This design comes from an exercise in tuning for small area and a short achievable clock period on the open sky130 flow, not from production work.
At most, simulation tests tie the RTL to the original design; equivalence was not proved.
For run 3, only the layout was checked, not whether the RTL still works.
No activity file was given, so power comes from the tool's default toggle rates.

==> flow/design.v <==
module CPU(clock,reset,MemData,MemOut,rd,wr,PC,IR,MBR,AC,MAR,SR);
input clock;
input reset;
input signed [15:0] MemData;
output reg signed [15:0] MemOut;
output reg [10:0] PC,MAR;
output reg signed [15:0] IR,MBR;
output signed [15:0] AC;
output reg wr,rd;
output [3:0] SR;    
reg [2:0] state;
reg signed [15:0] ACr;      
reg [3:0] SRr;
reg accSel;                 
wire [3:0] op = IR[15:12];
wire       m  = IR[11];
wire        dv   = (op == 4'h6);            
wire        sa   = ACr[15];
wire [15:0] lorA;
assign lorA[0] = 1'b0;
genvar ga;
generate
  for (ga = 1; ga < 16; ga = ga + 1) begin : la
    assign lorA[ga] = |ACr[ga-1:0];
  end
endgenerate
wire [15:0] absa = {16{dv}} & (ACr ^ ({16{sa}} & lorA));
reg  [15:0] absAr;
always @(posedge clock) absAr <= absa;
wire [15:0] d1   = m ? MemData : {5'b0, IR[10:0]};    
wire        cin1 = dv & ~d1[15];
wire [15:0] B1c  = d1 ^ {16{cin1}};
wire [17:0] d3   = {{2{d1[15]}}, d1} + {d1[15], d1, 1'b0};
wire [17:0] B3c  = d3 ^ {18{cin1}};
reg [15:0] B1r;
reg [17:0] B3r;
reg        cinr, d1s;
always @(posedge clock)
  if (state == 3'd3) begin
    B1r <= B1c; B3r <= B3c; cinr <= cin1; d1s <= d1[15];
  end
wire [0:0] x1 = {absAr[15]};
wire [1:0] t2 = {1'b0, x1} + {1'b0, B1c[0:0]} + {1'd0, cin1};
wire w3 = t2[1] & (&B1c[15:1]);
wire w4 = dv ? w3 : ACr[15];
wire [0:0] r5 = w4 ? t2[0:0] : x1;
wire [1:0] x6 = {r5[0:0], absAr[14]};
wire [2:0] t7 = {1'b0, x6} + {1'b0, B1c[1:0]} + {2'd0, cin1};
wire w8 = t7[2] & (&B1c[15:2]);
wire w9 = dv ? w8 : ACr[14];
wire [1:0] r10 = w9 ? t7[1:0] : x6;
wire [2:0] x11 = {r10[1:0], absAr[13]};
wire [3:0] t12 = {1'b0, x11} + {1'b0, B1c[2:0]} + {3'd0, cin1};
wire w13 = t12[3] & (&B1c[15:3]);
wire w14 = dv ? w13 : ACr[13];
wire [2:0] r15 = w14 ? t12[2:0] : x11;
wire [3:0] x16 = {r15[2:0], absAr[12]};
wire [4:0] t17 = {1'b0, x16} + {1'b0, B1c[3:0]} + {4'd0, cin1};
wire w18 = t17[4] & (&B1c[15:4]);
wire w19 = dv ? w18 : ACr[12];
wire [3:0] r20 = w19 ? t17[3:0] : x16;
wire [4:0] x21 = {r20[3:0], absAr[11]};
wire [5:0] t22 = {1'b0, x21} + {1'b0, B1c[4:0]} + {5'd0, cin1};
wire w23 = t22[5] & (&B1c[15:5]);
wire w24 = dv ? w23 : ACr[11];
wire [4:0] r25 = w24 ? t22[4:0] : x21;
reg [4:0] p1r, p1q;
always @(posedge clock) begin
  p1r <= r25;
  p1q <= {w3, w8, w13, w18, w23};
end
wire w26 = absAr[10] & B1r[0];
wire w27 = absAr[10] | B1r[0];
wire w28 = p1r[0] & B1r[1];
wire w29 = p1r[0] | B1r[1];
wire w30 = p1r[1] & B1r[2];
wire w31 = p1r[1] | B1r[2];
wire w32 = p1r[2] & B1r[3];
wire w33 = p1r[2] | B1r[3];
wire w34 = p1r[3] & B1r[4];
wire w35 = p1r[3] | B1r[4];
wire w36 = p1r[4] & B1r[5];
wire w37 = p1r[4] | B1r[5];
wire w38 = w26 | (w27 & cinr);
wire w39 = w27 & 1'b0;
wire w40 = w30 | (w31 & w28);
wire w41 = w31 & w29;
wire w42 = w34 | (w35 & w32);
wire w43 = w35 & w33;
wire w44 = w28 | (w29 & w38);
wire w45 = w29 & w39;
wire w46 = w40 | (w41 & w38);
wire w47 = w41 & w39;
wire w48 = w36 | (w37 & w42);
wire w49 = w37 & w43;
wire w50 = w32 | (w33 & w46);
wire w51 = w33 & w47;
wire w52 = w42 | (w43 & w46);
wire w53 = w43 & w47;
wire w54 = w48 | (w49 & w46);
wire w55 = w49 & w47;
wire w56 = w54 & (&B1r[15:6]);
wire w57 = dv ? w56 : ACr[10];
wire [5:0] r58;
assign r58[0] = w57 ? (absAr[10] ^ (B1r[0] ^ cinr)) : absAr[10];
assign r58[1] = w57 ? (p1r[0] ^ (B1r[1] ^ w38)) : p1r[0];
assign r58[2] = w57 ? (p1r[1] ^ (B1r[2] ^ w44)) : p1r[1];
assign r58[3] = w57 ? (p1r[2] ^ (B1r[3] ^ w46)) : p1r[2];
assign r58[4] = w57 ? (p1r[3] ^ (B1r[4] ^ w50)) : p1r[3];
assign r58[5] = w57 ? (p1r[4] ^ (B1r[5] ^ w52)) : p1r[4];
wire w59 = absAr[9] & B1r[0];
wire w60 = absAr[9] | B1r[0];
wire w61 = r58[0] & B1r[1];
wire w62 = r58[0] | B1r[1];
wire w63 = r58[1] & B1r[2];
wire w64 = r58[1] | B1r[2];
wire w65 = r58[2] & B1r[3];
wire w66 = r58[2] | B1r[3];
wire w67 = r58[3] & B1r[4];
wire w68 = r58[3] | B1r[4];
wire w69 = r58[4] & B1r[5];
wire w70 = r58[4] | B1r[5];
wire w71 = r58[5] & B1r[6];
wire w72 = r58[5] | B1r[6];
wire w73 = w59 | (w60 & cinr);
wire w74 = w60 & 1'b0;
wire w75 = w63 | (w64 & w61);
wire w76 = w64 & w62;
wire w77 = w67 | (w68 & w65);
wire w78 = w68 & w66;
wire w79 = w71 | (w72 & w69);
wire w80 = w72 & w70;
wire w81 = w61 | (w62 & w73);
wire w82 = w62 & w74;
wire w83 = w75 | (w76 & w73);
wire w84 = w76 & w74;
wire w85 = w69 | (w70 & w77);
wire w86 = w70 & w78;
wire w87 = w79 | (w80 & w77);
wire w88 = w80 & w78;
wire w89 = w65 | (w66 & w83);
wire w90 = w66 & w84;
wire w91 = w77 | (w78 & w83);
wire w92 = w78 & w84;
wire w93 = w85 | (w86 & w83);
wire w94 = w86 & w84;
wire w95 = w87 | (w88 & w83);
wire w96 = w88 & w84;
wire w97 = w95 & (&B1r[15:7]);
wire w98 = dv ? w97 : ACr[9];
wire [6:0] r99;
assign r99[0] = w98 ? (absAr[9] ^ (B1r[0] ^ cinr)) : absAr[9];
assign r99[1] = w98 ? (r58[0] ^ (B1r[1] ^ w73)) : r58[0];
assign r99[2] = w98 ? (r58[1] ^ (B1r[2] ^ w81)) : r58[1];
assign r99[3] = w98 ? (r58[2] ^ (B1r[3] ^ w83)) : r58[2];
assign r99[4] = w98 ? (r58[3] ^ (B1r[4] ^ w89)) : r58[3];
assign r99[5] = w98 ? (r58[4] ^ (B1r[5] ^ w91)) : r58[4];
assign r99[6] = w98 ? (r58[5] ^ (B1r[6] ^ w93)) : r58[5];
wire w100 = absAr[8] & B1r[0];
wire w101 = absAr[8] | B1r[0];
wire w102 = r99[0] & B1r[1];
wire w103 = r99[0] | B1r[1];
wire w104 = r99[1] & B1r[2];
wire w105 = r99[1] | B1r[2];
wire w106 = r99[2] & B1r[3];
wire w107 = r99[2] | B1r[3];
wire w108 = r99[3] & B1r[4];
wire w109 = r99[3] | B1r[4];
wire w110 = r99[4] & B1r[5];
wire w111 = r99[4] | B1r[5];
wire w112 = r99[5] & B1r[6];
wire w113 = r99[5] | B1r[6];
wire w114 = r99[6] & B1r[7];
wire w115 = r99[6] | B1r[7];
wire w116 = w100 | (w101 & cinr);
wire w117 = w101 & 1'b0;
wire w118 = w104 | (w105 & w102);
wire w119 = w105 & w103;
wire w120 = w108 | (w109 & w106);
wire w121 = w109 & w107;
wire w122 = w112 | (w113 & w110);
wire w123 = w113 & w111;
wire w124 = w102 | (w103 & w116);
wire w125 = w103 & w117;
wire w126 = w118 | (w119 & w116);
wire w127 = w119 & w117;
wire w128 = w110 | (w111 & w120);
wire w129 = w111 & w121;
wire w130 = w122 | (w123 & w120);
wire w131 = w123 & w121;
wire w132 = w106 | (w107 & w126);
wire w133 = w107 & w127;
wire w134 = w120 | (w121 & w126);
wire w135 = w121 & w127;
wire w136 = w128 | (w129 & w126);
wire w137 = w129 & w127;
wire w138 = w130 | (w131 & w126);
wire w139 = w131 & w127;
wire w140 = w114 | (w115 & w138);
wire w141 = w115 & w139;
wire w142 = w140 & (&B1r[15:8]);
wire w143 = dv ? w142 : ACr[8];
wire [7:0] r144;
assign r144[0] = w143 ? (absAr[8] ^ (B1r[0] ^ cinr)) : absAr[8];
assign r144[1] = w143 ? (r99[0] ^ (B1r[1] ^ w116)) : r99[0];
assign r144[2] = w143 ? (r99[1] ^ (B1r[2] ^ w124)) : r99[1];
assign r144[3] = w143 ? (r99[2] ^ (B1r[3] ^ w126)) : r99[2];
assign r144[4] = w143 ? (r99[3] ^ (B1r[4] ^ w132)) : r99[3];
assign r144[5] = w143 ? (r99[4] ^ (B1r[5] ^ w134)) : r99[4];
assign r144[6] = w143 ? (r99[5] ^ (B1r[6] ^ w136)) : r99[5];
assign r144[7] = w143 ? (r99[6] ^ (B1r[7] ^ w138)) : r99[6];
wire w145 = absAr[7] & B1r[0];
wire w146 = absAr[7] | B1r[0];
wire w147 = r144[0] & B1r[1];
wire w148 = r144[0] | B1r[1];
wire w149 = r144[1] & B1r[2];
wire w150 = r144[1] | B1r[2];
wire w151 = r144[2] & B1r[3];
wire w152 = r144[2] | B1r[3];
wire w153 = r144[3] & B1r[4];
wire w154 = r144[3] | B1r[4];
wire w155 = r144[4] & B1r[5];
wire w156 = r144[4] | B1r[5];
wire w157 = r144[5] & B1r[6];
wire w158 = r144[5] | B1r[6];
wire w159 = r144[6] & B1r[7];
wire w160 = r144[6] | B1r[7];
wire w161 = r144[7] & B1r[8];
wire w162 = r144[7] | B1r[8];
wire w163 = w145 | (w146 & cinr);
wire w164 = w146 & 1'b0;
wire w165 = w149 | (w150 & w147);
wire w166 = w150 & w148;
wire w167 = w153 | (w154 & w151);
wire w168 = w154 & w152;
wire w169 = w157 | (w158 & w155);
wire w170 = w158 & w156;
wire w171 = w161 | (w162 & w159);
wire w172 = w162 & w160;
wire w173 = w147 | (w148 & w163);
wire w174 = w148 & w164;
wire w175 = w165 | (w166 & w163);
wire w176 = w166 & w164;
wire w177 = w155 | (w156 & w167);
wire w178 = w156 & w168;
wire w179 = w169 | (w170 & w167);
wire w180 = w170 & w168;
wire w181 = w151 | (w152 & w175);
wire w182 = w152 & w176;
wire w183 = w167 | (w168 & w175);
wire w184 = w168 & w176;
wire w185 = w177 | (w178 & w175);
wire w186 = w178 & w176;
wire w187 = w179 | (w180 & w175);
wire w188 = w180 & w176;
wire w189 = w159 | (w160 & w187);
wire w190 = w160 & w188;
wire w191 = w171 | (w172 & w187);
wire w192 = w172 & w188;
wire w193 = w191 & (&B1r[15:9]);
wire w194 = dv ? w193 : ACr[7];
wire [8:0] r195;
assign r195[0] = w194 ? (absAr[7] ^ (B1r[0] ^ cinr)) : absAr[7];
assign r195[1] = w194 ? (r144[0] ^ (B1r[1] ^ w163)) : r144[0];
assign r195[2] = w194 ? (r144[1] ^ (B1r[2] ^ w173)) : r144[1];
assign r195[3] = w194 ? (r144[2] ^ (B1r[3] ^ w175)) : r144[2];
assign r195[4] = w194 ? (r144[3] ^ (B1r[4] ^ w181)) : r144[3];
assign r195[5] = w194 ? (r144[4] ^ (B1r[5] ^ w183)) : r144[4];
assign r195[6] = w194 ? (r144[5] ^ (B1r[6] ^ w185)) : r144[5];
assign r195[7] = w194 ? (r144[6] ^ (B1r[7] ^ w187)) : r144[6];
assign r195[8] = w194 ? (r144[7] ^ (B1r[8] ^ w189)) : r144[7];
wire w196 = absAr[6] & B1r[0];
wire w197 = absAr[6] | B1r[0];
wire w198 = r195[0] & B1r[1];
wire w199 = r195[0] | B1r[1];
wire w200 = r195[1] & B1r[2];
wire w201 = r195[1] | B1r[2];
wire w202 = r195[2] & B1r[3];
wire w203 = r195[2] | B1r[3];
wire w204 = r195[3] & B1r[4];
wire w205 = r195[3] | B1r[4];
wire w206 = r195[4] & B1r[5];
wire w207 = r195[4] | B1r[5];
wire w208 = r195[5] & B1r[6];
wire w209 = r195[5] | B1r[6];
wire w210 = r195[6] & B1r[7];
wire w211 = r195[6] | B1r[7];
wire w212 = r195[7] & B1r[8];
wire w213 = r195[7] | B1r[8];
wire w214 = r195[8] & B1r[9];
wire w215 = r195[8] | B1r[9];
wire w216 = w196 | (w197 & cinr);
wire w217 = w197 & 1'b0;
wire w218 = w200 | (w201 & w198);
wire w219 = w201 & w199;
wire w220 = w204 | (w205 & w202);
wire w221 = w205 & w203;
wire w222 = w208 | (w209 & w206);
wire w223 = w209 & w207;
wire w224 = w212 | (w213 & w210);
wire w225 = w213 & w211;
wire w226 = w198 | (w199 & w216);
wire w227 = w199 & w217;
wire w228 = w218 | (w219 & w216);
wire w229 = w219 & w217;
wire w230 = w206 | (w207 & w220);
wire w231 = w207 & w221;
wire w232 = w222 | (w223 & w220);
wire w233 = w223 & w221;
wire w234 = w214 | (w215 & w224);
wire w235 = w215 & w225;
wire w236 = w202 | (w203 & w228);
wire w237 = w203 & w229;
wire w238 = w220 | (w221 & w228);
wire w239 = w221 & w229;
wire w240 = w230 | (w231 & w228);
wire w241 = w231 & w229;
wire w242 = w232 | (w233 & w228);
wire w243 = w233 & w229;
wire w244 = w210 | (w211 & w242);
wire w245 = w211 & w243;
wire w246 = w224 | (w225 & w242);
wire w247 = w225 & w243;
wire w248 = w234 | (w235 & w242);
wire w249 = w235 & w243;
wire w250 = w248 & (&B1r[15:10]);
wire w251 = dv ? w250 : ACr[6];
wire [9:0] r252;
assign r252[0] = w251 ? (absAr[6] ^ (B1r[0] ^ cinr)) : absAr[6];
assign r252[1] = w251 ? (r195[0] ^ (B1r[1] ^ w216)) : r195[0];
assign r252[2] = w251 ? (r195[1] ^ (B1r[2] ^ w226)) : r195[1];
assign r252[3] = w251 ? (r195[2] ^ (B1r[3] ^ w228)) : r195[2];
assign r252[4] = w251 ? (r195[3] ^ (B1r[4] ^ w236)) : r195[3];
assign r252[5] = w251 ? (r195[4] ^ (B1r[5] ^ w238)) : r195[4];
assign r252[6] = w251 ? (r195[5] ^ (B1r[6] ^ w240)) : r195[5];
assign r252[7] = w251 ? (r195[6] ^ (B1r[7] ^ w242)) : r195[6];
assign r252[8] = w251 ? (r195[7] ^ (B1r[8] ^ w244)) : r195[7];
assign r252[9] = w251 ? (r195[8] ^ (B1r[9] ^ w246)) : r195[8];
wire w253 = absAr[5] & B1r[0];
wire w254 = absAr[5] | B1r[0];
wire w255 = r252[0] & B1r[1];
wire w256 = r252[0] | B1r[1];
wire w257 = r252[1] & B1r[2];
wire w258 = r252[1] | B1r[2];
wire w259 = r252[2] & B1r[3];
wire w260 = r252[2] | B1r[3];
wire w261 = r252[3] & B1r[4];
wire w262 = r252[3] | B1r[4];
wire w263 = r252[4] & B1r[5];
wire w264 = r252[4] | B1r[5];
wire w265 = r252[5] & B1r[6];
wire w266 = r252[5] | B1r[6];
wire w267 = r252[6] & B1r[7];
wire w268 = r252[6] | B1r[7];
wire w269 = r252[7] & B1r[8];
wire w270 = r252[7] | B1r[8];
wire w271 = r252[8] & B1r[9];
wire w272 = r252[8] | B1r[9];
wire w273 = r252[9] & B1r[10];
wire w274 = r252[9] | B1r[10];
wire w275 = w253 | (w254 & cinr);
wire w276 = w254 & 1'b0;
wire w277 = w257 | (w258 & w255);
wire w278 = w258 & w256;
wire w279 = w261 | (w262 & w259);
wire w280 = w262 & w260;
wire w281 = w265 | (w266 & w263);
wire w282 = w266 & w264;
wire w283 = w269 | (w270 & w267);
wire w284 = w270 & w268;
wire w285 = w273 | (w274 & w271);
wire w286 = w274 & w272;
wire w287 = w255 | (w256 & w275);
wire w288 = w256 & w276;
wire w289 = w277 | (w278 & w275);
wire w290 = w278 & w276;
wire w291 = w263 | (w264 & w279);
wire w292 = w264 & w280;
wire w293 = w281 | (w282 & w279);
wire w294 = w282 & w280;
wire w295 = w271 | (w272 & w283);
wire w296 = w272 & w284;
wire w297 = w285 | (w286 & w283);
wire w298 = w286 & w284;
wire w299 = w259 | (w260 & w289);
wire w300 = w260 & w290;
wire w301 = w279 | (w280 & w289);
wire w302 = w280 & w290;
wire w303 = w291 | (w292 & w289);
wire w304 = w292 & w290;
wire w305 = w293 | (w294 & w289);
wire w306 = w294 & w290;
wire w307 = w267 | (w268 & w305);
wire w308 = w268 & w306;
wire w309 = w283 | (w284 & w305);
wire w310 = w284 & w306;
wire w311 = w295 | (w296 & w305);
wire w312 = w296 & w306;
wire w313 = w297 | (w298 & w305);
wire w314 = w298 & w306;
wire w315 = w313 & (&B1r[15:11]);
wire w316 = dv ? w315 : ACr[5];
wire [10:0] r317;
assign r317[0] = w316 ? (absAr[5] ^ (B1r[0] ^ cinr)) : absAr[5];
assign r317[1] = w316 ? (r252[0] ^ (B1r[1] ^ w275)) : r252[0];
assign r317[2] = w316 ? (r252[1] ^ (B1r[2] ^ w287)) : r252[1];
assign r317[3] = w316 ? (r252[2] ^ (B1r[3] ^ w289)) : r252[2];
assign r317[4] = w316 ? (r252[3] ^ (B1r[4] ^ w299)) : r252[3];
assign r317[5] = w316 ? (r252[4] ^ (B1r[5] ^ w301)) : r252[4];
assign r317[6] = w316 ? (r252[5] ^ (B1r[6] ^ w303)) : r252[5];
assign r317[7] = w316 ? (r252[6] ^ (B1r[7] ^ w305)) : r252[6];
assign r317[8] = w316 ? (r252[7] ^ (B1r[8] ^ w307)) : r252[7];
assign r317[9] = w316 ? (r252[8] ^ (B1r[9] ^ w309)) : r252[8];
assign r317[10] = w316 ? (r252[9] ^ (B1r[10] ^ w311)) : r252[9];
wire w318 = absAr[4] & B1r[0];
wire w319 = absAr[4] | B1r[0];
wire w320 = r317[0] & B1r[1];
wire w321 = r317[0] | B1r[1];
wire w322 = r317[1] & B1r[2];
wire w323 = r317[1] | B1r[2];
wire w324 = r317[2] & B1r[3];
wire w325 = r317[2] | B1r[3];
wire w326 = r317[3] & B1r[4];
wire w327 = r317[3] | B1r[4];
wire w328 = r317[4] & B1r[5];
wire w329 = r317[4] | B1r[5];
wire w330 = r317[5] & B1r[6];
wire w331 = r317[5] | B1r[6];
wire w332 = r317[6] & B1r[7];
wire w333 = r317[6] | B1r[7];
wire w334 = r317[7] & B1r[8];
wire w335 = r317[7] | B1r[8];
wire w336 = r317[8] & B1r[9];
wire w337 = r317[8] | B1r[9];
wire w338 = r317[9] & B1r[10];
wire w339 = r317[9] | B1r[10];
wire w340 = r317[10] & B1r[11];
wire w341 = r317[10] | B1r[11];
wire w342 = w318 | (w319 & cinr);
wire w343 = w319 & 1'b0;
wire w344 = w322 | (w323 & w320);
wire w345 = w323 & w321;
wire w346 = w326 | (w327 & w324);
wire w347 = w327 & w325;
wire w348 = w330 | (w331 & w328);
wire w349 = w331 & w329;
wire w350 = w334 | (w335 & w332);
wire w351 = w335 & w333;
wire w352 = w338 | (w339 & w336);
wire w353 = w339 & w337;
wire w354 = w320 | (w321 & w342);
wire w355 = w321 & w343;
wire w356 = w344 | (w345 & w342);
wire w357 = w345 & w343;
wire w358 = w328 | (w329 & w346);
wire w359 = w329 & w347;
wire w360 = w348 | (w349 & w346);
wire w361 = w349 & w347;
wire w362 = w336 | (w337 & w350);
wire w363 = w337 & w351;
wire w364 = w352 | (w353 & w350);
wire w365 = w353 & w351;
wire w366 = w324 | (w325 & w356);
wire w367 = w325 & w357;
wire w368 = w346 | (w347 & w356);
wire w369 = w347 & w357;
wire w370 = w358 | (w359 & w356);
wire w371 = w359 & w357;
wire w372 = w360 | (w361 & w356);
wire w373 = w361 & w357;
wire w374 = w340 | (w341 & w364);
wire w375 = w341 & w365;
wire w376 = w332 | (w333 & w372);
wire w377 = w333 & w373;
wire w378 = w350 | (w351 & w372);
wire w379 = w351 & w373;
wire w380 = w362 | (w363 & w372);
wire w381 = w363 & w373;
wire w382 = w364 | (w365 & w372);
wire w383 = w365 & w373;
wire w384 = w374 | (w375 & w372);
wire w385 = w375 & w373;
wire w386 = w384 & (&B1r[15:12]);
wire w387 = dv ? w386 : ACr[4];
wire [11:0] r388;
assign r388[0] = w387 ? (absAr[4] ^ (B1r[0] ^ cinr)) : absAr[4];
assign r388[1] = w387 ? (r317[0] ^ (B1r[1] ^ w342)) : r317[0];
assign r388[2] = w387 ? (r317[1] ^ (B1r[2] ^ w354)) : r317[1];
assign r388[3] = w387 ? (r317[2] ^ (B1r[3] ^ w356)) : r317[2];
assign r388[4] = w387 ? (r317[3] ^ (B1r[4] ^ w366)) : r317[3];
assign r388[5] = w387 ? (r317[4] ^ (B1r[5] ^ w368)) : r317[4];
assign r388[6] = w387 ? (r317[5] ^ (B1r[6] ^ w370)) : r317[5];
assign r388[7] = w387 ? (r317[6] ^ (B1r[7] ^ w372)) : r317[6];
assign r388[8] = w387 ? (r317[7] ^ (B1r[8] ^ w376)) : r317[7];
assign r388[9] = w387 ? (r317[8] ^ (B1r[9] ^ w378)) : r317[8];
assign r388[10] = w387 ? (r317[9] ^ (B1r[10] ^ w380)) : r317[9];
assign r388[11] = w387 ? (r317[10] ^ (B1r[11] ^ w382)) : r317[10];
wire w389 = absAr[3] & B1r[0];
wire w390 = absAr[3] | B1r[0];
wire w391 = r388[0] & B1r[1];
wire w392 = r388[0] | B1r[1];
wire w393 = r388[1] & B1r[2];
wire w394 = r388[1] | B1r[2];
wire w395 = r388[2] & B1r[3];
wire w396 = r388[2] | B1r[3];
wire w397 = r388[3] & B1r[4];
wire w398 = r388[3] | B1r[4];
wire w399 = r388[4] & B1r[5];
wire w400 = r388[4] | B1r[5];
wire w401 = r388[5] & B1r[6];
wire w402 = r388[5] | B1r[6];
wire w403 = r388[6] & B1r[7];
wire w404 = r388[6] | B1r[7];
wire w405 = r388[7] & B1r[8];
wire w406 = r388[7] | B1r[8];
wire w407 = r388[8] & B1r[9];
wire w408 = r388[8] | B1r[9];
wire w409 = r388[9] & B1r[10];
wire w410 = r388[9] | B1r[10];
wire w411 = r388[10] & B1r[11];
wire w412 = r388[10] | B1r[11];
wire w413 = r388[11] & B1r[12];
wire w414 = r388[11] | B1r[12];
wire w415 = w389 | (w390 & cinr);
wire w416 = w390 & 1'b0;
wire w417 = w393 | (w394 & w391);
wire w418 = w394 & w392;
wire w419 = w397 | (w398 & w395);
wire w420 = w398 & w396;
wire w421 = w401 | (w402 & w399);
wire w422 = w402 & w400;
wire w423 = w405 | (w406 & w403);
wire w424 = w406 & w404;
wire w425 = w409 | (w410 & w407);
wire w426 = w410 & w408;
wire w427 = w413 | (w414 & w411);
wire w428 = w414 & w412;
wire w429 = w391 | (w392 & w415);
wire w430 = w392 & w416;
wire w431 = w417 | (w418 & w415);
wire w432 = w418 & w416;
wire w433 = w399 | (w400 & w419);
wire w434 = w400 & w420;
wire w435 = w421 | (w422 & w419);
wire w436 = w422 & w420;
wire w437 = w407 | (w408 & w423);
wire w438 = w408 & w424;
wire w439 = w425 | (w426 & w423);
wire w440 = w426 & w424;
wire w441 = w395 | (w396 & w431);
wire w442 = w396 & w432;
wire w443 = w419 | (w420 & w431);
wire w444 = w420 & w432;
wire w445 = w433 | (w434 & w431);
wire w446 = w434 & w432;
wire w447 = w435 | (w436 & w431);
wire w448 = w436 & w432;
wire w449 = w411 | (w412 & w439);
wire w450 = w412 & w440;
wire w451 = w427 | (w428 & w439);
wire w452 = w428 & w440;
wire w453 = w403 | (w404 & w447);
wire w454 = w404 & w448;
wire w455 = w423 | (w424 & w447);
wire w456 = w424 & w448;
wire w457 = w437 | (w438 & w447);
wire w458 = w438 & w448;
wire w459 = w439 | (w440 & w447);
wire w460 = w440 & w448;
wire w461 = w449 | (w450 & w447);
wire w462 = w450 & w448;
wire w463 = w451 | (w452 & w447);
wire w464 = w452 & w448;
wire w465 = w463 & (&B1r[15:13]);
wire w466 = dv ? w465 : ACr[3];
wire [12:0] r467;
assign r467[0] = w466 ? (absAr[3] ^ (B1r[0] ^ cinr)) : absAr[3];
assign r467[1] = w466 ? (r388[0] ^ (B1r[1] ^ w415)) : r388[0];
assign r467[2] = w466 ? (r388[1] ^ (B1r[2] ^ w429)) : r388[1];
assign r467[3] = w466 ? (r388[2] ^ (B1r[3] ^ w431)) : r388[2];
assign r467[4] = w466 ? (r388[3] ^ (B1r[4] ^ w441)) : r388[3];
assign r467[5] = w466 ? (r388[4] ^ (B1r[5] ^ w443)) : r388[4];
assign r467[6] = w466 ? (r388[5] ^ (B1r[6] ^ w445)) : r388[5];
assign r467[7] = w466 ? (r388[6] ^ (B1r[7] ^ w447)) : r388[6];
assign r467[8] = w466 ? (r388[7] ^ (B1r[8] ^ w453)) : r388[7];
assign r467[9] = w466 ? (r388[8] ^ (B1r[9] ^ w455)) : r388[8];
assign r467[10] = w466 ? (r388[9] ^ (B1r[10] ^ w457)) : r388[9];
assign r467[11] = w466 ? (r388[10] ^ (B1r[11] ^ w459)) : r388[10];
assign r467[12] = w466 ? (r388[11] ^ (B1r[12] ^ w461)) : r388[11];
wire w468 = absAr[2] & B1r[0];
wire w469 = absAr[2] | B1r[0];
wire w470 = r467[0] & B1r[1];
wire w471 = r467[0] | B1r[1];
wire w472 = r467[1] & B1r[2];
wire w473 = r467[1] | B1r[2];
wire w474 = r467[2] & B1r[3];
wire w475 = r467[2] | B1r[3];
wire w476 = r467[3] & B1r[4];
wire w477 = r467[3] | B1r[4];
wire w478 = r467[4] & B1r[5];
wire w479 = r467[4] | B1r[5];
wire w480 = r467[5] & B1r[6];
wire w481 = r467[5] | B1r[6];
wire w482 = r467[6] & B1r[7];
wire w483 = r467[6] | B1r[7];
wire w484 = r467[7] & B1r[8];
wire w485 = r467[7] | B1r[8];
wire w486 = r467[8] & B1r[9];
wire w487 = r467[8] | B1r[9];
wire w488 = r467[9] & B1r[10];
wire w489 = r467[9] | B1r[10];
wire w490 = r467[10] & B1r[11];
wire w491 = r467[10] | B1r[11];
wire w492 = r467[11] & B1r[12];
wire w493 = r467[11] | B1r[12];
wire w494 = r467[12] & B1r[13];
wire w495 = r467[12] | B1r[13];
wire w496 = w468 | (w469 & cinr);
wire w497 = w469 & 1'b0;
wire w498 = w472 | (w473 & w470);
wire w499 = w473 & w471;
wire w500 = w476 | (w477 & w474);
wire w501 = w477 & w475;
wire w502 = w480 | (w481 & w478);
wire w503 = w481 & w479;
wire w504 = w484 | (w485 & w482);
wire w505 = w485 & w483;
wire w506 = w488 | (w489 & w486);
wire w507 = w489 & w487;
wire w508 = w492 | (w493 & w490);
wire w509 = w493 & w491;
wire w510 = w470 | (w471 & w496);
wire w511 = w471 & w497;
wire w512 = w498 | (w499 & w496);
wire w513 = w499 & w497;
wire w514 = w478 | (w479 & w500);
wire w515 = w479 & w501;
wire w516 = w502 | (w503 & w500);
wire w517 = w503 & w501;
wire w518 = w486 | (w487 & w504);
wire w519 = w487 & w505;
wire w520 = w506 | (w507 & w504);
wire w521 = w507 & w505;
wire w522 = w494 | (w495 & w508);
wire w523 = w495 & w509;
wire w524 = w474 | (w475 & w512);
wire w525 = w475 & w513;
wire w526 = w500 | (w501 & w512);
wire w527 = w501 & w513;
wire w528 = w514 | (w515 & w512);
wire w529 = w515 & w513;
wire w530 = w516 | (w517 & w512);
wire w531 = w517 & w513;
wire w532 = w490 | (w491 & w520);
wire w533 = w491 & w521;
wire w534 = w508 | (w509 & w520);
wire w535 = w509 & w521;
wire w536 = w522 | (w523 & w520);
wire w537 = w523 & w521;
wire w538 = w482 | (w483 & w530);
wire w539 = w483 & w531;
wire w540 = w504 | (w505 & w530);
wire w541 = w505 & w531;
wire w542 = w518 | (w519 & w530);
wire w543 = w519 & w531;
wire w544 = w520 | (w521 & w530);
wire w545 = w521 & w531;
wire w546 = w532 | (w533 & w530);
wire w547 = w533 & w531;
wire w548 = w534 | (w535 & w530);
wire w549 = w535 & w531;
wire w550 = w536 | (w537 & w530);
wire w551 = w537 & w531;
wire w552 = w550 & (&B1r[15:14]);
wire w553 = dv ? w552 : ACr[2];
wire [13:0] r554;
assign r554[0] = w553 ? (absAr[2] ^ (B1r[0] ^ cinr)) : absAr[2];
assign r554[1] = w553 ? (r467[0] ^ (B1r[1] ^ w496)) : r467[0];
assign r554[2] = w553 ? (r467[1] ^ (B1r[2] ^ w510)) : r467[1];
assign r554[3] = w553 ? (r467[2] ^ (B1r[3] ^ w512)) : r467[2];
assign r554[4] = w553 ? (r467[3] ^ (B1r[4] ^ w524)) : r467[3];
assign r554[5] = w553 ? (r467[4] ^ (B1r[5] ^ w526)) : r467[4];
assign r554[6] = w553 ? (r467[5] ^ (B1r[6] ^ w528)) : r467[5];
assign r554[7] = w553 ? (r467[6] ^ (B1r[7] ^ w530)) : r467[6];
assign r554[8] = w553 ? (r467[7] ^ (B1r[8] ^ w538)) : r467[7];
assign r554[9] = w553 ? (r467[8] ^ (B1r[9] ^ w540)) : r467[8];
assign r554[10] = w553 ? (r467[9] ^ (B1r[10] ^ w542)) : r467[9];
assign r554[11] = w553 ? (r467[10] ^ (B1r[11] ^ w544)) : r467[10];
assign r554[12] = w553 ? (r467[11] ^ (B1r[12] ^ w546)) : r467[11];
assign r554[13] = w553 ? (r467[12] ^ (B1r[13] ^ w548)) : r467[12];
reg [13:0] p2r;
reg [13:0] p2q;
always @(posedge clock) begin
  p2r <= r554;
  p2q <= {p1q, w56, w97, w142, w193, w250, w315, w386, w465, w552};
end
wire [14:0] x555 = {p2r[13:0], absAr[1]};
wire [15:0] t556 = {1'b0, x555} + {1'b0, B1r[14:0]} + {15'd0, cinr};
wire w557 = t556[15] & (&B1r[15:15]);
wire w558 = dv ? w557 : ACr[1];
wire [14:0] r559 = w558 ? t556[14:0] : x555;
wire [15:0] x560 = {r559[14:0], absAr[0]};
wire [16:0] t561 = {1'b0, x560} + {1'b0, B1r[15:0]} + {16'd0, cinr};
wire w562 = t561[16] & 1'b1;
wire w563 = dv ? w562 : ACr[0];
wire [15:0] r564 = w563 ? t561[15:0] : x560;
wire [15:0] qu = {p2q, w557, w562};
wire [15:0] prod = r564;             
wire        dz   = cinr & (&B1r);           
wire        negq = sa ^ d1s;
wire [15:0] lowor;
assign lowor[0] = 1'b0;
genvar gi;
generate
  for (gi = 1; gi < 16; gi = gi + 1) begin : lo
    assign lowor[gi] = |qu[gi-1:0];
  end
endgenerate
wire [15:0] quot  = dz ? 16'd0 : (qu ^ ({16{negq}} & lowor));
wire [15:0] res   = dv ? quot : prod;
wire        resz  = dv ? (dz | ~|qu) : ~|prod;
assign AC = accSel ? res : ACr;
assign SR = accSel ? {resz, res[15], 2'b00} : SRr;
wire        sub  = (op == 4'h4);
wire [15:0] bop  = MBR ^ {16{sub}};
wire [16:0] sum  = {1'b0,ACr} + {1'b0,bop} + {16'd0,sub};
wire        as_c = sum[16] ^ sub;                                   
wire        as_v = (ACr[15] == bop[15]) && (sum[15] != ACr[15]);    
wire        ld  = (op == 4'h1);
wire [15:0] acn = ld ? MBR : sum[15:0];
wire [1:0]  cv  = ld ? 2'b00 : {as_c, as_v};
always @(posedge clock) begin
  if (reset) begin
    PC <= 0; MAR <= 0; IR <= 0; MBR <= 0; ACr <= 0; MemOut <= 0; SRr <= 0;
    rd <= 1; wr <= 0;
    accSel <= 0;
    state <= 0;
  end else
  case (state)
  0: begin
    rd <= 1; wr <= 0;
    MAR <= PC;
    if (accSel) begin
      ACr <= res;
      SRr <= {resz, res[15], 2'b00};
    end
    accSel <= 0;
    state <= 1;
  end
  1: begin
    rd <= 1; wr <= 0;
    IR <= MemData;
    PC <= PC + 1'b1;
    state <= 2;
  end
  2: begin
    if (m) MAR <= IR[10:0];
    state <= 3;
  end
  3: begin
    state <= 4;
    case (op)
      4'h1, 4'h3, 4'h4, 4'h5, 4'h6: MBR <= d1;
      4'h2: begin MBR <= ACr; rd <= 0; wr <= 1; end
      4'h7: begin PC <= MAR; state <= 0; end
      4'h8: if (SRr[3]) begin PC <= MAR; state <= 0; end
      default: ;
    endcase
  end
  4: begin
    state <= 0;
    case (op)
      4'h1, 4'h3, 4'h4: begin ACr <= acn; SRr <= {acn == 16'd0, acn[15], cv}; end
      4'h2: MemOut <= MBR;
      4'h5, 4'h6: accSel <= 1'b1;
      default: ;
    endcase
  end
  default: state <= 0;
  endcase
end
endmodule
==> flow/flow/run.sh <==
#!/bin/bash
set -euo pipefail
MARGIN=$(python3 -c "print(round(${FLOW_PERIOD_NS} - 13.5, 3))")
bash standard.sh SETUP_SLACK_MARGIN=$MARGIN "BUFFER_PORTS_ARGS=-buffer_cell sky130_fd_sc_hd__buf_1" finish > standard_flow.log 2>&1
==> flow/standard.sh <==
#!/bin/bash
# synth_recipe.tcl (not shown) runs the flow's synth.tcl, then flattens the netlist and writes it again
# the make line also repeats each setting of config.mk as NAME=value (left out here)
make -C /OpenROAD-flow-scripts/flow DESIGN_CONFIG=/design/flow/config.mk WORK_HOME=/design/flow/orfs CLKGATE_MAP_FILE= SYNTH_SCRIPT=/design/flow/synth_recipe.tcl "${@:-finish}"
==> flow/config.mk <==
export PLATFORM = sky130hd
export DESIGN_NAME = CPU
export DESIGN_NICKNAME = CPU
export VERILOG_FILES = /design/flow/design.v
export SDC_FILE = /design/flow/constraint.sdc
export NUM_CORES = 4
export LEC_CHECK = 0
export ABC_AREA = 1
export CAP_MARGIN = 20
export CORE_MARGIN = 2
export CORE_UTILIZATION = 40
export CTS_BUF_LIST = sky130_fd_sc_hd__clkbuf_4 sky130_fd_sc_hd__clkbuf_8
export SLEW_MARGIN = 20
==> flow/constraint.sdc <==
create_clock -name core_clock -period 32.0 [get_ports {clock}]
set_input_delay 6.4000 -clock core_clock [delete_from_list [all_inputs] [get_ports {clock}]]
set_output_delay 6.4000 -clock core_clock [all_outputs]
set_load 0.01 [all_outputs]
==> results of run 1 <==
sequential cells by signal, indices dropped and copies added, names as in the netlist, 3 cells and up:
| name | flops |
|---|---|
| MemOut | 16 |
| p2q | 14 |
| B1r | 16 |
| PC | 11 |
| p1r | 5 |
| state | 3 |
| SRr | 4 |
| MAR | 11 |
| absAr | 16 |
| p2r | 14 |
| ACr | 16 |
| MBR | 16 |
| p1q | 5 |
| IR | 16 |
final timing paths:
check             slack (ns)              from         endpoint
setup / recovery       18.40  B1r[0]$_DFFE_PP_            SR[3]
hold / removal          0.34    p1q[4]$_DFF_P_  p2q[13]$_DFF_P_
setup reg to reg       19.31  B1r[0]$_DFFE_PP_   p2r[8]$_DFF_P_
hold reg to reg         0.34    p1q[4]$_DFF_P_  p2q[13]$_DFF_P_
power breakdown:
group,switching [W],leakage [nW],internal (W)
sequential,0.0000127,1.39,0.000224
combinational,0.000203,7.17,0.000121
clock,0.0000875,0.193,0.0000646
metrics by stage:
| stage | instances | power, W | utilization | area [um2] |
|---|---|---|---|---|
| after floorplan | 2532 | 0.000459 | - | 16100 |
| after global placement | 3105 | 0.000523 | 0.425 | 16900 |
| after detailed placement | 3105 | 0.000526 | 0.425 | 16900 |
| after CTS | 3175 | 0.000691 | 0.447 | 17800 |
| after global routing | 3226 | 0.000763 | 0.470 | 18700 |
| final | 3226 | 0.000713 | 0.470 | 18700 |
per-layer routing:
metal | up-vias | wire length [um] | track usage
met3 | 100 | 2960 | 0.0420
met2 | 510 | 25700 | 0.437
met5 | - | 0 | 0
li1 | 8515 | - | -
met4 | 0 | 1680 | 0.0908
met1 | 7989 | 23500 | 0.318
worst max-delay path: cells and delay by family (launching register included):
family / cells / cell delay [ns]
compound gates: 17 / 2.16
fa+ha+maj: 2 / 0.78
buf+inv: 4 / 0.56
flops: 1 / 0.44
simple gates: 26 / 2.78
cells in the mapped netlist, types with 11 or more instances:
cell      instances  area [um2]
inv_2            20        75.1
buf_4            11        82.6
nor2_1          198         743
o21bai_1         13        97.6
buf_6            11         124
nand4_1          14        87.6
nand3_1         199         996
nand2_4          12         135
o211ai_1         31         233
nor3_1           18        90.1
a31oi_1          33         206
o21ai_1          13        65.1
dfxtp_1         150        3000
ha_1             54         676
nand2_1         701        2630
nand3_2          13         130
clkbuf_1         56         210
nand3b_1         25         188
inv_1           292        1100
nand2_2          50         313
edfxtp_1         18         541
xor2_1           91         797
xnor2_1          52         455
a21oi_1         144         721
fa_1             34         681
o21ai_0         167         836
timing repair:
| item | in CTS | in global routing |
|---|---|---|
| pin swaps | 22 | 52 |
| setup endpoints to repair | 39 | 38 |
| resized for setup | 48 | 118 |
| cloned | 2 | 2 |
| setup buffers | 36 | 49 |
layout by cell type (no fill, tap or decap), drive strengths merged, types with 31 or more instances in the layout:
| cell type | instances |
|---|---|
| xor2 | 91 |
| inv | 319 |
| a21oi | 147 |
| o21ai | 187 |
| nand2 | 765 |
| buf | 219 |
| a31oi | 33 |
| o211ai | 31 |
| nor2 | 207 |
| nand3 | 219 |
| fa | 34 |
| xnor2 | 52 |
| dfxtp | 150 |
| ha | 54 |
cell families after synthesis:
| group | share of synthesized area |
|---|---|
| AOI/OAI and AO/OA | 0.154 |
| xor gates and xnor gates | 0.0776 |
| adders and majority gates | 0.0847 |
| buffers and inverters | 0.108 |
| DFF | 0.220 |
| muxes | 0.000621 |
| and+or+nand+nor | 0.355 |
area by class of cell:
cell class | instances | area (um2) | share of cell area
multi-input cells | 1959 | 11500 | 0.617
clock inverters | 10 | 81.3 | 0.00436
well taps | 525 | 657 | 0.0352
clock buffers | 22 | 297 | 0.0159
flip-flops and latches | 168 | 3540 | 0.190
repair buffers | 221 | 1350 | 0.0722
inverters | 321 | 1230 | 0.0659
==> metrics.log, run 1 <==
INFO  metric crit_path_time_final = 13.60 ns
INFO  metric cts_sinks = 168
INFO  metric hold_viol = 0
INFO  metric fillCellCount = 4177
INFO  metric crit_top_cell = nand2_2
INFO  metric critPathArrivalTime = 7.20 ns
INFO  metric floorplan.initialDensity = 0.406
INFO  metric achievable-frequency = 0.0736 GHz
INFO  metric cts-root-buf = clkbuf_8
INFO  metric synthesized_flop_and_latch_total = 168
INFO  metric rsz_0062_raised_after_global_routing = yes
INFO  metric tritoncts = done
INFO  metric synth_warnings = 1
INFO  metric routed-via-count = 17114
INFO  metric layout-drive-gt1-share = 0.141
INFO  metric worst_pin_slew = 1.14 ns
INFO  metric maxCapViolCount = 0
INFO  metric ctsHoldBuffers = 0
INFO  metric globalRoute.totalOverflow = 0
INFO  metric groute.usage.overall = 0.253
INFO  metric design.final.nets = 2794
INFO  metric num_antenna_cells = 0
INFO  metric mean_number_of_vias_per_cell = 5.31
INFO  metric die-height = 205 um
INFO  metric reg2reg_depth = 98
INFO  metric slew_headroom = 0.236
INFO  metric wl_per_cell = 16.7 um
INFO  metric syn-cell-area = 16100 um2
INFO  metric async_flop_share = 0
INFO  metric timing.hold.ws = 0.335 ns
INFO  metric clk_latency = 0.49 ns
INFO  metric grt_pass1_vias = 16168
INFO  metric drt_pre_antenna_iters = 6
INFO  metric gp_congestion = 0.921
INFO  metric fp.dieW = 205 um
INFO  metric required = 25.60 ns
INFO  metric number_of_core_rows = 73
INFO  metric drt_iter0_drc = 1193
INFO  metric ir_worst_vdd = 0.0293 mV
INFO  metric layout_worst_path_cycle_share = 0.425
INFO  metric seq_area_frac_synth = 0.220
INFO  metric port_buffers = 109
INFO  metric detailedPlace.worstSlack = 17.21 ns
INFO  metric cts_inserted_buffers = 17
INFO  metric edff_count_synth = 18
INFO  metric cp_max_delay_cell = or4_4
INFO  metric areaGrowthSynthToFinish = 15.7%
INFO  metric design.die.area = 42000 um2
INFO  metric ant_nets = 0
INFO  metric outcome = timing/DRC/antenna clean
INFO  metric place_hpwl = 39600 um
INFO  metric clock_tree.buffer_depth = 2
INFO  metric crit_path_launch_type = flip-flop
INFO  metric setup_viol = 0
INFO  metric powerDensity = 38.2 nW/um2
INFO  metric distinct_cells_synth = 61
INFO  metric report.final.slew_viol_count = 0
INFO  metric postSynthAreaPerCell = 6.37 um2
INFO  metric cts.reportedPaths.clkPinSlew = 0.08 ns
INFO  metric grt_start_max_net_pins = 64
INFO  metric htreeDepth = 4
INFO  metric static_leakage = 8.75 nW
INFO  metric timing_worst_setup_path_type = reg2out
INFO  metric first_pass_grt_wire_length = 84100 um
INFO  metric maximum_single_stage_delay_on_the_critical_path = 0.56 ns
INFO  metric ioPinCount = 110
INFO  metric final.setup_skew = 0.0186 ns
INFO  metric number_of_antenna_violations_at_the_first_check_in_global_routing = 0
INFO  metric timing.final.ws_setup = 18.40 ns
INFO  metric most_common_flop_cell_mapped_by_yosys = dfxtp_1
INFO  metric detail_route.drc_violations = 0
INFO  metric hold_crit_class = reg2reg
INFO  metric synth_cells = 2532
INFO  metric whs_path_depth = 0
INFO  metric critical_path_peak_fanout = 7
INFO  metric fin_setup_tns = 0 ns
INFO  metric syn_nets = 2638
INFO  metric routed_wl = 53800 um
INFO  metric placeableCoreArea = 39700 um2
INFO  metric crit_path_end_kind = output pin
==> run 2: changes to the inputs <==
==> flow/flow/run.sh (replaced) <==
#!/bin/bash
# The standard layout (standard.sh, unchanged synthesis and steps) with two
# settings passed to ORFS:
#  - BUFFER_PORTS_ARGS: every port still gets its own buffer, a buf_1 instead
#    of the larger delay cell buffer_ports picks by default.
# The make output goes to standard_flow.log; ORFS keeps each step's log under
# orfs/logs/.
set -euo pipefail
MARGIN=$(python3 -c "print(round(${FLOW_PERIOD_NS} - 13.5, 3))")
bash standard.sh SETUP_SLACK_MARGIN=$MARGIN "BUFFER_PORTS_ARGS=-buffer_cell sky130_fd_sc_hd__buf_1" finish > standard_flow.log 2>&1
--- a/flow/config.mk
+++ b/flow/config.mk
@@ -9,5 +9,4 @@
 export CAP_MARGIN = 20
 export CORE_MARGIN = 2
 export CORE_UTILIZATION = 40
-export CTS_BUF_LIST = sky130_fd_sc_hd__clkbuf_4 sky130_fd_sc_hd__clkbuf_8
 export SLEW_MARGIN = 20
==> metrics.log, run 2 <==
INFO  metric number_of_antenna_violations_at_the_first_check_in_global_routing = 0 (unchanged)
INFO  metric clock_tree.buffer_depth = 2 (unchanged)
INFO  metric most_common_flop_cell_mapped_by_yosys = dfxtp_1
INFO  metric wl_per_cell = 16.8 um (+0.69%)
INFO  metric synth_warnings = 1 (unchanged)
INFO  metric timing_worst_setup_path_type = reg2out
INFO  metric ir_worst_vdd = 0.0340 mV (+16%)
INFO  metric clk_latency = 0.45 ns (-0.04 ns)
INFO  metric routed_wl = 54300 um (+0.87%)
INFO  metric groute.usage.overall = 0.254 (+0.000950)
INFO  metric edff_count_synth = 18 (unchanged)
INFO  metric mostFrequentLayoutCell = nand2_1
INFO  metric cts-root-buf = clkbuf_16
INFO  metric reg2reg_depth = 99 (+1.0%)
INFO  metric critical_path_cell_count = 49 (unchanged)
INFO  metric port_buffers = 109 (unchanged)
INFO  metric crit_path_time_final = 13.49 ns (-0.105 ns)
INFO  metric report.final.slew_viol_count = 0 (unchanged)
INFO  metric syn-cell-area = 16100 um2 (unchanged)
INFO  metric cp_max_delay_cell = or4_4
INFO  metric static_leakage = 8.83 nW (+0.89%)
INFO  metric crit_top_cell = nand2_2
INFO  metric powerDensity = 40.6 nW/um2 (+6.2%)
INFO  metric outcome = timing/DRC/antenna clean
INFO  metric crit_path_launch_type = flip-flop
INFO  metric worst_path_buffer_plus_inverter_count = 4 (unchanged)
INFO  metric syn_nets = 2638 (unchanged)
INFO  metric net_load_switching_power = 0.000311 W (+2.5%)
INFO  metric mean_number_of_vias_per_cell = 5.31 (+0.12%)
INFO  metric critical_path_peak_fanout = 7 (unchanged)
INFO  metric die-height = 205 um (unchanged)
INFO  metric hold_crit_class = reg2reg
INFO  metric timing.hold.ws = 0.331 ns (-0.00418 ns)
INFO  metric ioPinCount = 110 (unchanged)
INFO  metric share_seq_of_total_power = 0.310 (-0.022)
INFO  metric synthTopCellsByCount = nand2_1 (701), inv_1 (292), nand3_1 (199)
INFO  metric placeableCoreArea = 39700 um2 (unchanged)
INFO  metric grt_pass1_vias = 16159 (-0.056%)
INFO  metric globalRoute.totalOverflow = 0 (unchanged)
INFO  metric yosysTopAreaCell = dfxtp_1
INFO  metric detailedPlace.worstSlack = 17.21 ns (unchanged)
INFO  metric slew_headroom = 0.243 (+0.00685)
INFO  metric post_synth_main_area_contributors = dfxtp_1 (19%), nand2_1 (16%), inv_1 (6.8%), nand3_1 (6.2%), o21ai_0 (5.2%)
INFO  metric detail_route.drc_violations = 0 (unchanged)
INFO  metric timing.final.ws_setup = 18.51 ns (+0.105 ns)
INFO  metric distinct_cells_synth = 61 (unchanged)
INFO  metric cts_sinks = 168 (unchanged)
INFO  metric layout.cells.most_common_list = nand2_1 (687), inv_1 (288), nor2_1 (191)
INFO  metric maxCapViolCount = 0 (unchanged)
INFO  metric fillCellCount = 4166 (-0.26%)
INFO  metric postSynthAreaPerCell = 6.37 um2 (unchanged)
INFO  metric design.final.nets = 2799 (+0.18%)
INFO  metric setup_viol = 0 (unchanged)
INFO  metric layout-drive-gt1-share = 0.142 (+0.000847)
INFO  metric rsz_0062_raised_after_global_routing = yes
INFO  metric cts.reportedPaths.clkPinSlew = 0.06 ns (-0.02 ns)
INFO  metric first_pass_grt_wire_length = 84300 um (+0.23%)
INFO  metric maximum_single_stage_delay_on_the_critical_path = 0.56 ns (about the same)
INFO  metric areaGrowthSynthToFinish = 16.9%
INFO  metric crit_path_end_kind = output pin
INFO  metric hold_viol = 0 (unchanged)
INFO  metric required = 25.60 ns (about the same)
INFO  metric async_flop_share = 0 (unchanged)
INFO  metric htreeDepth = 4 (unchanged)
INFO  metric synth.top_cell.area_share = 0.186 (unchanged)
INFO  metric design.die.area = 42000 um2 (unchanged)
INFO  metric routed-via-count = 17166 (+0.30%)
INFO  metric synth_most_common_cell = nand2_1
INFO  metric synth_cells = 2532 (unchanged)
INFO  metric whs_path_depth = 0 (unchanged)
INFO  metric layout_worst_path_cycle_share = 0.422 (-0.00327)
INFO  metric floorplan.initialDensity = 0.406 (unchanged)
INFO  metric number_of_core_rows = 73 (unchanged)
INFO  metric grt_start_max_net_pins = 64 (unchanged)
INFO  metric gp_congestion = 0.921 (unchanged)
INFO  metric final.setup_skew = 0.0151 ns (-0.00354 ns)
INFO  metric internal_power = 0.000455 W (+11%)
INFO  metric cts_inserted_buffers = 17 (unchanged)
INFO  metric combPwrFrac = 0.425 (-0.029)
INFO  metric multi_input_comb_area = 11500 um2 (about the same)
INFO  metric fp.dieW = 205 um (unchanged)
INFO  metric drt_iter0_drc = 1129 (-5.4%)
INFO  metric place_hpwl = 39600 um (unchanged)
INFO  metric critical-path-top-delay-family = simple AND/OR/NAND/NOR gates
INFO  metric tritoncts = done
INFO  metric drt_pre_antenna_iters = 6 (unchanged)
INFO  metric fin_setup_tns = 0 ns (unchanged)
INFO  metric power.share.clock = 0.265 (+0.052)
INFO  metric critPathArrivalTime = 7.09 ns (-0.11 ns)
INFO  metric sequential_cell_area = 3540 um2 (unchanged)
INFO  metric ant_nets = 0 (unchanged)
INFO  metric achievable-frequency = 0.0741 GHz (+0.78%)
INFO  metric synthesized_flop_and_latch_total = 168 (unchanged)
INFO  metric worst_pin_slew = 1.13 ns (-0.0102 ns)
INFO  metric swShare = 0.406 (-0.0194)
INFO  metric seq_area_frac_synth = 0.220 (unchanged)
INFO  metric fin_total_pwr = 0.000766 W (+7.4%)
[run 2: changes by cell type in the layout (fill, tap and decap cells not counted), moves of 3 or more]
cell       previous run  this run
a21oi_1             128       125
clkbuf_8             21         4
a31oi_4               6         1
o21ai_0             144       150
nand3_2              20        23
a21oi_2              15        20
clkbuf_16             0        17
a31oi_1              25        28
o21ai_1              21        15
buf_1               101       105
[run 2: worst paths after layout]
kind	startpoint	to	slack, ns
worst max-delay path	B1r[0]$_DFFE_PP_	SR[3]	18.51
worst min register to register	p1q[2]$_DFF_P_	p2q[11]$_DFF_P_	0.33
worst max register to register	B1r[0]$_DFFE_PP_	p2r[8]$_DFF_P_	19.29
worst min-delay path	p1q[2]$_DFF_P_	p2q[11]$_DFF_P_	0.33
[run 2: area by class of cell]
class | count | area share
multi-input combinational | 1962 | 0.609
sequential | 168 | 0.188
timing repair buffer | 223 | 0.0726
inverter | 321 | 0.0652
antenna | 1 | 0.000133
clock inverter | 10 | 0.00431
tap | 525 | 0.0348
clock buffer | 22 | 0.0257
[run 2: cell families after synthesis]
logic type      Yosys count  synth area share
xor+xnor                143            0.0776
mux                       1          0.000621
fa+ha+maj                89            0.0847
simple gates           1281             0.355
flops                   168             0.220
buf+inv                 408             0.108
compound gates          442             0.154
[run 2: through the flow]
stage                     cell area, um2   util  cells
after floorplan                    16100      -   2532
after global placement             16900  0.425   3105
after CTS                          18000  0.452   3175
after detailed placement           16900  0.425   3105
after global routing               18900  0.475   3231
final                              18900  0.475   3232
[run 2: timing repair]
item | CTS | global route
gates resized for setup | 48 | 100
endpoints found under the setup margin | 39 | 38
buffers inserted | 36 | 50
cloned | 2 | 5
hold buffers | 0 | 0
pin swaps | 23 | 51
[run 2: power by group through the flow]
stage,Clock (W),Sequential (W),Combinational (W)
global placement,0,0.000242,0.000280
finish,0.000203,0.000237,0.000326
detailed placement,0,0.000242,0.000284
global route,0.000214,0.000238,0.000363
CTS,0.000207,0.000237,0.000300
floorplan,0,0.000239,0.000220
[run 2: metal layers]
metal  vias to the layer above  GRT usage  routed length (um)
met5                         -          0                   0
met4                         0      0.100                1800
met2                       552      0.438               26000
met1                      7966      0.319               23400
li1                       8546          -                   -
met3                       102     0.0375                3130
==> run 3: changes to the inputs <==
--- a/flow/design.v
+++ b/flow/design.v
@@ -14,6 +14,10 @@
 reg accSel;                 
 wire [3:0] op = IR[15:12];
 wire       m  = IR[11];
+wire        ld   = (op == 4'h1);
+wire        sub  = (op == 4'h4);
+wire        ls   = ld | (op == 4'h3) | sub;   
+wire        mul  = (op == 4'h5);
 wire        dv   = (op == 4'h6);            
 wire        sa   = ACr[15];
 wire [15:0] lorA;
@@ -28,7 +32,7 @@
 reg  [15:0] absAr;
 always @(posedge clock) absAr <= absa;
 wire [15:0] d1   = m ? MemData : {5'b0, IR[10:0]};    
-wire        cin1 = dv & ~d1[15];
+wire        cin1 = (dv & ~d1[15]) | sub;
 wire [15:0] B1c  = d1 ^ {16{cin1}};
 wire [17:0] d3   = {{2{d1[15]}}, d1} + {d1[15], d1, 1'b0};
 wire [17:0] B3c  = d3 ^ {18{cin1}};
@@ -699,10 +703,11 @@
 wire w557 = t556[15] & (&B1r[15:15]);
 wire w558 = dv ? w557 : ACr[1];
 wire [14:0] r559 = w558 ? t556[14:0] : x555;
-wire [15:0] x560 = {r559[14:0], absAr[0]};
+wire [15:0] x560 = ls ? ({16{~ld}} & ACr) : {r559[14:0], absAr[0]};
 wire [16:0] t561 = {1'b0, x560} + {1'b0, B1r[15:0]} + {16'd0, cinr};
 wire w562 = t561[16] & 1'b1;
-wire w563 = dv ? w562 : ACr[0];
+wire lastc = t561[16];     
+wire w563 = dv ? w562 : (~mul | ACr[0]);
 wire [15:0] r564 = w563 ? t561[15:0] : x560;
 wire [15:0] qu = {p2q, w557, w562};
 wire [15:0] prod = r564;             
@@ -719,16 +724,12 @@
 wire [15:0] quot  = dz ? 16'd0 : (qu ^ ({16{negq}} & lowor));
 wire [15:0] res   = dv ? quot : prod;
 wire        resz  = dv ? (dz | ~|qu) : ~|prod;
+wire        as_   = ls & ~ld;
+wire        resc  = as_ & (lastc ^ sub);
+wire        resv  = as_ & (ACr[15] == B1r[15]) & (prod[15] != ACr[15]);
+wire [3:0]  resf  = {resz, res[15], resc, resv};
 assign AC = accSel ? res : ACr;
-assign SR = accSel ? {resz, res[15], 2'b00} : SRr;
-wire        sub  = (op == 4'h4);
-wire [15:0] bop  = MBR ^ {16{sub}};
-wire [16:0] sum  = {1'b0,ACr} + {1'b0,bop} + {16'd0,sub};
-wire        as_c = sum[16] ^ sub;                                   
-wire        as_v = (ACr[15] == bop[15]) && (sum[15] != ACr[15]);    
-wire        ld  = (op == 4'h1);
-wire [15:0] acn = ld ? MBR : sum[15:0];
-wire [1:0]  cv  = ld ? 2'b00 : {as_c, as_v};
+assign SR = accSel ? resf : SRr;
 always @(posedge clock) begin
   if (reset) begin
     PC <= 0; MAR <= 0; IR <= 0; MBR <= 0; ACr <= 0; MemOut <= 0; SRr <= 0;
@@ -742,7 +743,7 @@
     MAR <= PC;
     if (accSel) begin
       ACr <= res;
-      SRr <= {resz, res[15], 2'b00};
+      SRr <= resf;
     end
     accSel <= 0;
     state <= 1;
@@ -770,9 +771,8 @@
   4: begin
     state <= 0;
     case (op)
-      4'h1, 4'h3, 4'h4: begin ACr <= acn; SRr <= {acn == 16'd0, acn[15], cv}; end
       4'h2: MemOut <= MBR;
-      4'h5, 4'h6: accSel <= 1'b1;
+      4'h1, 4'h3, 4'h4, 4'h5, 4'h6: accSel <= 1'b1;
       default: ;
     endcase
   end
==> flow/flow/run.sh (replaced) <==
#!/bin/bash
set -euo pipefail
MARGIN=$(python3 -c "print(round(${FLOW_PERIOD_NS} - 13.5, 3))")
bash standard.sh SETUP_SLACK_MARGIN=$MARGIN "BUFFER_PORTS_ARGS=-buffer_cell sky130_fd_sc_hd__buf_1" finish > standard_flow.log 2>&1
==> metrics.log, run 3 <==
INFO  metric share_seq_of_total_power = 0.210 (-0.100)
INFO  metric seq_area_frac_synth = 0.233 (+0.0133)
INFO  metric drt_pre_antenna_iters = 5 (-1)
INFO  metric synth-compound-area-share = 0.162 (+0.00796)
INFO  metric cts_inserted_buffers = 17 (unchanged)
INFO  metric synth_most_common_cell = nand2_1
INFO  metric cts.reportedPaths.clkPinSlew = 0.07 ns (about the same)
INFO  metric critPathArrivalTime = 7.88 ns (+0.79 ns)
INFO  metric number_of_core_rows = 71 (-2.7%)
INFO  metric fin_setup_tns = 0 ns (unchanged)
INFO  metric synth.mux.area_fraction = 0.00132 (+0.000696)
INFO  metric groute.usage.overall = 0.265 (+0.0108)
INFO  metric combPwrFrac = 0.620 (+0.195)
INFO  metric hold_crit_class = reg2reg
INFO  metric async_flop_share = 0 (unchanged)
INFO  metric crit_top_cell = o21bai_1
INFO  metric wl_per_cell = 17.0 um (+0.95%)
INFO  metric place_hpwl = 38800 um (-2.0%)
INFO  metric syn-cell-area = 15200 um2 (-5.7%)
INFO  metric cts-root-buf = clkbuf_16
INFO  metric rsz_0062_raised_after_global_routing = yes
INFO  metric mostFrequentLayoutCell = nand2_1
INFO  metric whs_path_depth = 0 (unchanged)
INFO  metric static_leakage = 8.49 nW (-3.8%)
INFO  metric yosysTopAreaCell = dfxtp_1
INFO  metric drt_iter0_drc = 1009 (-11%)
INFO  metric ant_nets = 0 (unchanged)
INFO  metric internal_power = 0.000647 W (+42%)
INFO  metric postSynthAreaPerCell = 6.38 um2 (about the same)
INFO  metric areaGrowthSynthToFinish = 16.8%
INFO  metric cp_max_delay_cell = or4_4
INFO  metric tritoncts = done
INFO  metric globalRoute.totalOverflow = 0 (unchanged)
INFO  metric placeableCoreArea = 37600 um2 (-5.4%)
INFO  metric design.die.area = 39600 um2 (-5.6%)
INFO  metric post_synth_fa_ha_maj_area_fraction = 0.0762 (-0.00852)
INFO  metric fillCellCount = 3910 (-6.1%)
INFO  metric timing_worst_setup_path_type = reg2out
INFO  metric design.final.nets = 2655 (-5.1%)
INFO  metric fin_cells = 3089 (-4.4%)
INFO  metric crit_path_launch_type = flip-flop
INFO  metric routed_wl = 52400 um (-3.5%)
INFO  metric die-height = 199 um (-2.8%)
INFO  metric synthTopCellsByCount = nand2_1 (644), inv_1 (285), o21ai_0 (225)
INFO  metric ff2ff_setup_slack = 19.12 ns (-0.17 ns)
INFO  metric rr_endpoint = p2r[8]$_DFF_P_
INFO  metric crit_path_time_final = 14.28 ns (+0.785 ns)
INFO  metric distinct_cells_synth = 62 (+1.6%)
INFO  metric sequential_cell_area = 3540 um2 (unchanged)
INFO  metric power.share.clock = 0.169 (-0.096)
INFO  metric critical_path_peak_fanout = 4 (-3)
INFO  metric maximum_single_stage_delay_on_the_critical_path = 0.51 ns (-0.05 ns)
INFO  metric num_antenna_cells = 0 (-1)
INFO  metric layout-drive-gt1-share = 0.149 (+0.00706)
INFO  metric achievable-frequency = 0.0700 GHz (-5.5%)
INFO  metric ctsHoldBuffers = 0 (unchanged)
INFO  metric main_combinational_cell_family_by_area_after_synthesis = simple AND/OR/NAND/NOR gates
INFO  metric post_synth_and_or_nand_nor_area_fraction = 0.355 (-0.000514)
INFO  metric most_common_flop_cell_mapped_by_yosys = dfxtp_1
INFO  metric fin_total_pwr = 0.00122 W (+59%)
INFO  metric final.setup_skew = 0.0130 ns (-0.00209 ns)
INFO  metric grt_pass1_vias = 15559 (-3.7%)
INFO  metric grt_start_max_net_pins = 74 (+16%)
INFO  metric hold_viol = 0 (unchanged)
INFO  metric port_buffers = 109 (unchanged)
INFO  metric worst_pin_slew = 1.12 ns (-0.0136 ns)
INFO  metric number_of_antenna_violations_at_the_first_check_in_global_routing = 0 (unchanged)
INFO  metric htreeDepth = 4 (unchanged)
INFO  metric gp_congestion = 0.946 (+2.7%)
INFO  metric slew_headroom = 0.252 (+0.00911)
INFO  metric powerDensity = 68.7 nW/um2 (+69%)
INFO  metric outcome = timing/DRC/antenna clean
INFO  metric multi_input_comb_area = 10300 um2 (-9.9%)
INFO  metric worstHoldStart = p1q[2]$_DFF_P_
INFO  metric setup_viol = 0 (unchanged)
INFO  metric synth.top_cell.area_share = 0.197 (+0.0113)
INFO  metric clk_latency = 0.44 ns (about the same)
INFO  metric reg2reg_from = B1r[0]$_DFFE_PP_
INFO  metric edff_count_synth = 18 (unchanged)
INFO  metric clock_tree.buffer_depth = 2 (unchanged)
INFO  metric hold-path-endpoint = p2q[11]$_DFF_P_
INFO  metric syn_nets = 2475 (-6.2%)
INFO  metric mean_number_of_vias_per_cell = 5.29 (-0.46%)
INFO  metric ir_worst_vdd = 0.0418 mV (+23%)
INFO  metric first_pass_grt_wire_length = 82000 um (-2.6%)
INFO  metric synth_cells = 2385 (-5.8%)
INFO  metric fp.dieW = 199 um (-2.8%)
INFO  metric swShare = 0.470 (+0.0642)
INFO  metric maxCapViolCount = 0 (unchanged)
INFO  metric routed-via-count = 16331 (-4.9%)
INFO  metric post_synth_main_area_contributors = dfxtp_1 (20%), nand2_1 (16%), o21ai_0 (7.4%), inv_1 (7.0%), nand3_1 (6.4%)
INFO  metric ioPinCount = 110 (unchanged)
INFO  metric yosys.area_share.xor_xnor = 0.0610 (-0.0166)
INFO  metric synthesized_flop_and_latch_total = 168 (unchanged)
INFO  metric cts_sinks = 168 (unchanged)
INFO  metric layout.cells.most_common_list = nand2_1 (636), inv_1 (282), o21ai_0 (198)
INFO  metric crit_path_end_kind = output pin
INFO  metric net_load_switching_power = 0.000574 W (+85%)
INFO  metric report.final.slew_viol_count = 0 (unchanged)
INFO  metric floorplan.initialDensity = 0.405 (-0.00126)
INFO  metric layout_worst_path_cycle_share = 0.446 (+0.0245)
INFO  metric dp.cells = 2941 (-5.3%)
INFO  metric detail_route.drc_violations = 0 (unchanged)
INFO  metric reg2reg_depth = 98 (-1.0%)
INFO  metric synth_warnings = 1 (unchanged)
INFO  metric required = 25.60 ns (about the same)
-- run 3: cell types whose count changed in the layout (fill, tap and decap cells not counted), sizes merged, moves of 6 or more --
cell	change
o22ai	+10
a21oi	-22
and2	-6
buf	+14
o211ai	-22
nand2	-41
nand3b	-8
xor2	-30
xnor2	-7
o21ai	+52
ha	-15
nor2	-40
-- run 3: logic make-up after synthesis --
family / count (synthesis)
compound gates: 454
mux: 2
xor+xnor: 106
fa+ha+maj: 73
flops: 168
simple gates: 1182
buf+inv: 400
-- run 3: repair_timing --
| action | CTS | global route |
|---|---|---|
| buffers inserted | 77 | 33 |
| gates resized for setup | 65 | 45 |
| setup endpoints to repair | 26 | 41 |
| gates cloned | 4 | 2 |
| pin swaps | 32 | 43 |
-- run 3: worst max-delay path, delay by kind of cell (launching register included) --
kind,cells,cell delay [ns]
AOI/OAI and AO/OA,26,3.18
xor gates and xnor gates,1,0.13
adders and majority gates,2,0.78
buffers and inverters,4,0.43
DFF,1,0.45
and+or+nand+nor,19,2.47
-- run 3: layout make-up --
| type | instances | share of cell area |
|---|---|---|
| clock buffer | 24 | 0.0277 |
| clock inverter | 8 | 0.00472 |
| inverter | 320 | 0.0682 |
| multi-input combinational | 1820 | 0.583 |
| sequential | 168 | 0.199 |
| tap | 511 | 0.0360 |
| timing repair buffer | 235 | 0.0800 |
| timing repair inverter | 3 | 0.00127 |
-- run 3: routing by layer --
| layer | track usage | part of all wire | routed length, um | vias up |
|---|---|---|---|---|
| met2 | 0.453 | 0.47 | 24500 | 523 |
| met3 | 0.0327 | 0.054 | 2830 | 103 |
| met4 | 0.124 | 0.046 | 2410 | 0 |
| met5 | 0 | 0 | 0 | - |
| li1 | - | - | - | 8109 |
| met1 | 0.332 | 0.43 | 22700 | 7596 |
-- run 3: worst max-delay path by stage --
stage	startpoint	to	slack [ns]
floorplan	B1r[0]$_DFFE_PP_	AC[15]	18.45
global placement	B1r[0]$_DFFE_PP_	AC[15]	16.86
detailed placement	B1r[0]$_DFFE_PP_	AC[15]	16.69
CTS	B1r[1]$_DFFE_PP_	AC[15]	17.67
global route	B1r[2]$_DFFE_PP_	AC[15]	17.19
finish	cinr$_DFFE_PP_	AC[15]	17.72
-- run 3: per-stage QoR --
step	setup WS, ns	area, um2	utilization	hold WS, ns
after floorplan	18.45	15200	-	0.310
after global placement	16.86	15900	0.424	0.314
after detailed placement	16.69	15900	0.424	0.314
after CTS	17.67	17300	0.460	0.329
after global routing	17.19	17800	0.473	0.332
final	17.72	17800	0.473	0.327
-- run 3: power by group through the flow --
| stage | clock network [W] | registers (W) | logic (W) |
|---|---|---|---|
| after global routing | 0.000217 | 0.000259 | 0.000846 |
| after detailed placement | 0 | 0.000261 | 0.000634 |
| after CTS | 0.000209 | 0.000256 | 0.000707 |
| after global placement | 0 | 0.000261 | 0.000625 |
| after floorplan | 0 | 0.000252 | 0.000499 |
| final | 0.000207 | 0.000257 | 0.000757 |

[afterwards: timing with drivers on the ports]
The results above use ideal ports. As a check the final layouts listed here were re-extracted and re-timed, cells and wires unchanged.
Step 1 assumes that a clkbuf_16 drives the clock port and a buf_2 every other input.
Step 2, shift: input delay + t, output delay - t, t = (earliest + latest rising clock arrival at the registers) / 2. This alone moves slack from input paths to output paths.
Three values: no drivers, after step 1, after step 2; two values: the first two.
| run | t, ns | setup slack, ns | slew at the worst register clock pin (ns) |
|---|---|---|---|
| run 1 | 0.534 | 18.404 / 18.354 / 18.341 | 0.10 / 0.10 |
| run 2 | 0.489 | 18.509 / 18.458 / 18.266 | 0.07 / 0.07 |
| run 3 | 0.480 | 17.724 / 17.674 / 17.933 | 0.07 / 0.07 |
After both steps every run listed still meets setup and hold. The setup slack of run 2, which loses most, moves by -0.051 ns with the drivers and by -0.243 ns with both steps.
